This is an optimization exercise on Yosys and OpenROAD, whose aim is small area, not a production implementation. Only simulation tests tie the RTL to the original design; equivalence was not proved. No activity file was given, so power comes from the tool's default toggle rates.

==> flow/design.v (excerpt) <==
module rgb_to_ycbcr_444(
  input wire in_reset,
  input wire in_clock,
  input wire [7:0] in_r,
  input wire [7:0] in_g,
  input wire [7:0] in_b,
  output reg [7:0] out_y,
  output reg [7:0] out_cb,
  output reg [7:0] out_cr
  );
  wire n0 = in_g[0] & in_b[0];
  wire n1, n2;
  fa_cell u_n1 (.a(in_r[0]), .b(in_g[1]), .c(in_b[1]), .s(n1), .co(n2));
  wire n3 = n0 & n1;
  wire n4, n5;
  fa_cell u_n4 (.a(in_r[1]), .b(in_g[2]), .c(in_b[2]), .s(n4), .co(n5));
  wire n6 = (n2 & n4) | (n2 & n3) | (n4 & n3);
  wire n7, n8;
  fa_cell u_n7 (.a(in_r[2]), .b(in_g[3]), .c(in_b[3]), .s(n7), .co(n8));
  wire n9, n10;
  fa_cell u_n9 (.a(in_b[0]), .b(n5), .c(n7), .s(n9), .co(n10));
  wire n11 = n9 & n6;
  wire n12, n13;
  fa_cell u_n12 (.a(in_r[3]), .b(in_g[4]), .c(in_b[4]), .s(n12), .co(n13));
  wire n14, n15;
  fa_cell u_n14 (.a(in_b[1]), .b(in_b[0]), .c(n8), .s(n14), .co(n15));
  wire n16, n17;
  fa_cell u_n16 (.a(n12), .b(n10), .c(n14), .s(n16), .co(n17));
  wire n18 = n11 & n16;
  wire n19, n20;
  fa_cell u_n19 (.a(in_r[4]), .b(in_g[5]), .c(in_b[5]), .s(n19), .co(n20));
  wire n21, n22;
  fa_cell u_n21 (.a(in_b[2]), .b(in_b[1]), .c(n13), .s(n21), .co(n22));
  wire n23, n24;
  fa_cell u_n23 (.a(n19), .b(n15), .c(n21), .s(n23), .co(n24));
  wire n25 = (n17 & n23) | (n17 & n18) | (n23 & n18);
  wire n26, n27;
  fa_cell u_n26 (.a(in_r[5]), .b(in_r[0]), .c(in_g[6]), .s(n26), .co(n27));
  wire n28, n29;
  fa_cell u_n28 (.a(in_b[6]), .b(in_b[3]), .c(in_b[2]), .s(n28), .co(n29));
  wire n30, n31;
  fa_cell u_n30 (.a(n20), .b(n26), .c(n28), .s(n30), .co(n31));
  wire n32, n33;
  ...
clock: 6.0 ns
lec_check: 0
cap_margin: 20
core_margin: 2
core_utilization: 60
cts_buf_list: sky130_fd_sc_hd__clkbuf_4 sky130_fd_sc_hd__clkbuf_8
gpl_timing_driven: 1
slew_margin: 20
synth_hierarchical: 1
synth_minimum_keep_size: 0
standard.sh (not shown) runs the stock make flow with config.mk's settings and CLKGATE_MAP_FILE= SYNTH_SCRIPT=/design/flow/synth_recipe.tcl, a recipe that flattens the netlist after the stock synthesis.
==> flow/flow/run.sh <==
#!/bin/bash
export BUFFER_PORTS_ARGS="-buffer_cell sky130_fd_sc_hd__buf_1"
bash standard.sh > standard.log 2>&1
Edit:
--- a/flow/config.mk
+++ b/flow/config.mk
@@ -12 +12 @@
-export GPL_TIMING_DRIVEN = 1
+export GPL_TIMING_DRIVEN = 0
What happened:
- count of clock-buffer cells in the layout does not change
- hold slack gets worse by 0.16 ns
- fmax fell slightly
- critical path depth stays the same
- wire length drops slightly
- clock power hardly moves
- area after synthesis does not change
- design area came out lower by a few percent
Edit:
--- a/flow/config.mk
+++ b/flow/config.mk
@@ -8 +8 @@
-export CAP_MARGIN = 20
+export CAP_MARGIN = 0
@@ -13 +13 @@
-export SLEW_MARGIN = 20
+export SLEW_MARGIN = 0
What happened:
- The new run produced a clean layout
- wire length is unchanged
- final cell count is unchanged
- power does not change
- first-iteration DRC count does not change
- utilization stays the same
- final area stays the same
- non-clock buffer count is unchanged
- synthesized cell count is unchanged

* * *

== nickel ==
rgb_to_ycbcr_444 again, from the RTL that the note above started with.
## rgb_to_ycbcr_444
module rgb_to_ycbcr_444(
  input wire in_reset,
  input wire in_clock,
  input wire [7:0] in_r,
  input wire [7:0] in_g,
  input wire [7:0] in_b,
  output reg [7:0] out_y,
  output reg [7:0] out_cb,
  output reg [7:0] out_cr
  );
  wire n0 = in_g[0] & in_b[0];
  wire n1, n2;
  fa_cell u_n1 (.a(in_r[0]), .b(in_g[1]), .c(in_b[1]), .s(n1), .co(n2));
  wire n3 = n0 & n1;
  wire n4, n5;
  fa_cell u_n4 (.a(in_r[1]), .b(in_g[2]), .c(in_b[2]), .s(n4), .co(n5));
  wire n6 = (n2 & n4) | (n2 & n3) | (n4 & n3);
  wire n7, n8;
  fa_cell u_n7 (.a(in_r[2]), .b(in_g[3]), .c(in_b[3]), .s(n7), .co(n8));
  wire n9, n10;
  fa_cell u_n9 (.a(in_b[0]), .b(n5), .c(n7), .s(n9), .co(n10));
  wire n11 = n9 & n6;
  wire n12, n13;
  fa_cell u_n12 (.a(in_r[3]), .b(in_g[4]), .c(in_b[4]), .s(n12), .co(n13));
  wire n14, n15;
  fa_cell u_n14 (.a(in_b[1]), .b(in_b[0]), .c(n8), .s(n14), .co(n15));
  wire n16, n17;
  fa_cell u_n16 (.a(n12), .b(n10), .c(n14), .s(n16), .co(n17));
  wire n18 = n11 & n16;
  wire n19, n20;
  fa_cell u_n19 (.a(in_r[4]), .b(in_g[5]), .c(in_b[5]), .s(n19), .co(n20));
  wire n21, n22;
  fa_cell u_n21 (.a(in_b[2]), .b(in_b[1]), .c(n13), .s(n21), .co(n22));
  wire n23, n24;
  fa_cell u_n23 (.a(n19), .b(n15), .c(n21), .s(n23), .co(n24));
  wire n25 = (n17 & n23) | (n17 & n18) | (n23 & n18);
  wire n26, n27;
  fa_cell u_n26 (.a(in_r[5]), .b(in_r[0]), .c(in_g[6]), .s(n26), .co(n27));
  wire n28, n29;
  fa_cell u_n28 (.a(in_b[6]), .b(in_b[3]), .c(in_b[2]), .s(n28), .co(n29));
  wire n30, n31;
  fa_cell u_n30 (.a(n20), .b(n26), .c(n28), .s(n30), .co(n31));
  wire n32, n33;
  fa_cell u_n32 (.a(n22), .b(n30), .c(n24), .s(n32), .co(n33));
  wire n34 = n32 & n25;
  wire n35, n36;
  fa_cell u_n35 (.a(in_r[6]), .b(in_r[1]), .c(in_g[7]), .s(n35), .co(n36));
  wire n37, n38;
  ...
export LEC_CHECK = 0
export CAP_MARGIN = 20
export CORE_MARGIN = 2
export CORE_UTILIZATION = 65
export CTS_BUF_LIST = sky130_fd_sc_hd__clkbuf_4 sky130_fd_sc_hd__clkbuf_8
export GPL_TIMING_DRIVEN = 0
export SLEW_MARGIN = 20
export SYNTH_HIERARCHICAL = 1
export SYNTH_MINIMUM_KEEP_SIZE = 0
create_clock -name core_clock -period 6.0 [get_ports {in_clock}]
Scripts as last shown in full above: flow/flow/run.sh
nickel completed every stage of the flow, and the final layout passed the timing, DRC and antenna checks.
The following lists how amber was set up differently from nickel:
Settings: CTS_CLUSTER_DIAMETER newly set to 200; CORE_UTILIZATION changed from 65 to 70; CTS_CLUSTER_SIZE newly set to 30.
==> summary.txt <==
Setup TNS after final layout: nickel vs amber identical
amber vs. nickel: half-perimeter wire length after detailed placement dropped 2.6%, final clock period utilization by the worst path closely matched the old numbers, summed area of non-filler cells in the final layout increased 23 um^2, combinational cell fraction of total power went down by 1.2 points, worst setup slack saw little to no change.
amber and nickel ended up with nearly the same flip-flop and latch share of the layout cell area.
[amber vs nickel] first-iteration DRC count: higher in amber

==> what the ideal ports hide <==
In the flow no input, the clock included, has a driving cell. The finished layouts below were timed again as built, in two steps.
Step 1, drivers: a clkbuf_16 drives in_clock and a buf_2 each remaining input, both assumed.
Step 2 moves the port delays by t, midway between the first and last clock arrival at a register: inputs arrive t later, outputs are due t later. That takes back most of the time a late clock gives input paths.
Slacks: ideal ports / drivers / drivers and shift; pairs: ideal ports / drivers.
run | shift t [ns] | setup WS [ns] | worst hold slack (ns) | latest minus earliest clock arrival (ns) | worst slew at a driven data input, ns
the first run of note 1 | 0.314 | 0.287 / 0.294 / -0.019 | 1.375 / 1.366 / 1.622 | 0.009 / 0.009 | 0.04
the second run of note 1 | 0.310 | 0.200 / 0.203 / -0.108 | 1.219 / 1.212 / 1.522 | 0.018 / 0.017 | 0.03
the third run of note 1 | 0.310 | 0.200 / 0.203 / -0.108 | 1.219 / 1.212 / 1.522 | 0.018 / 0.017 | 0.03
nickel | 0.306 | 0.180 / 0.190 / -0.116 | 1.202 / 1.193 / 1.499 | 0.006 / 0.006 | 0.03
amber | 0.300 | 0.178 / 0.177 / -0.124 | 1.209 / 1.203 / 1.504 | 0.007 / 0.007 | 0.04
Met with ideal ports but missed after step 2: setup timing in every run listed.
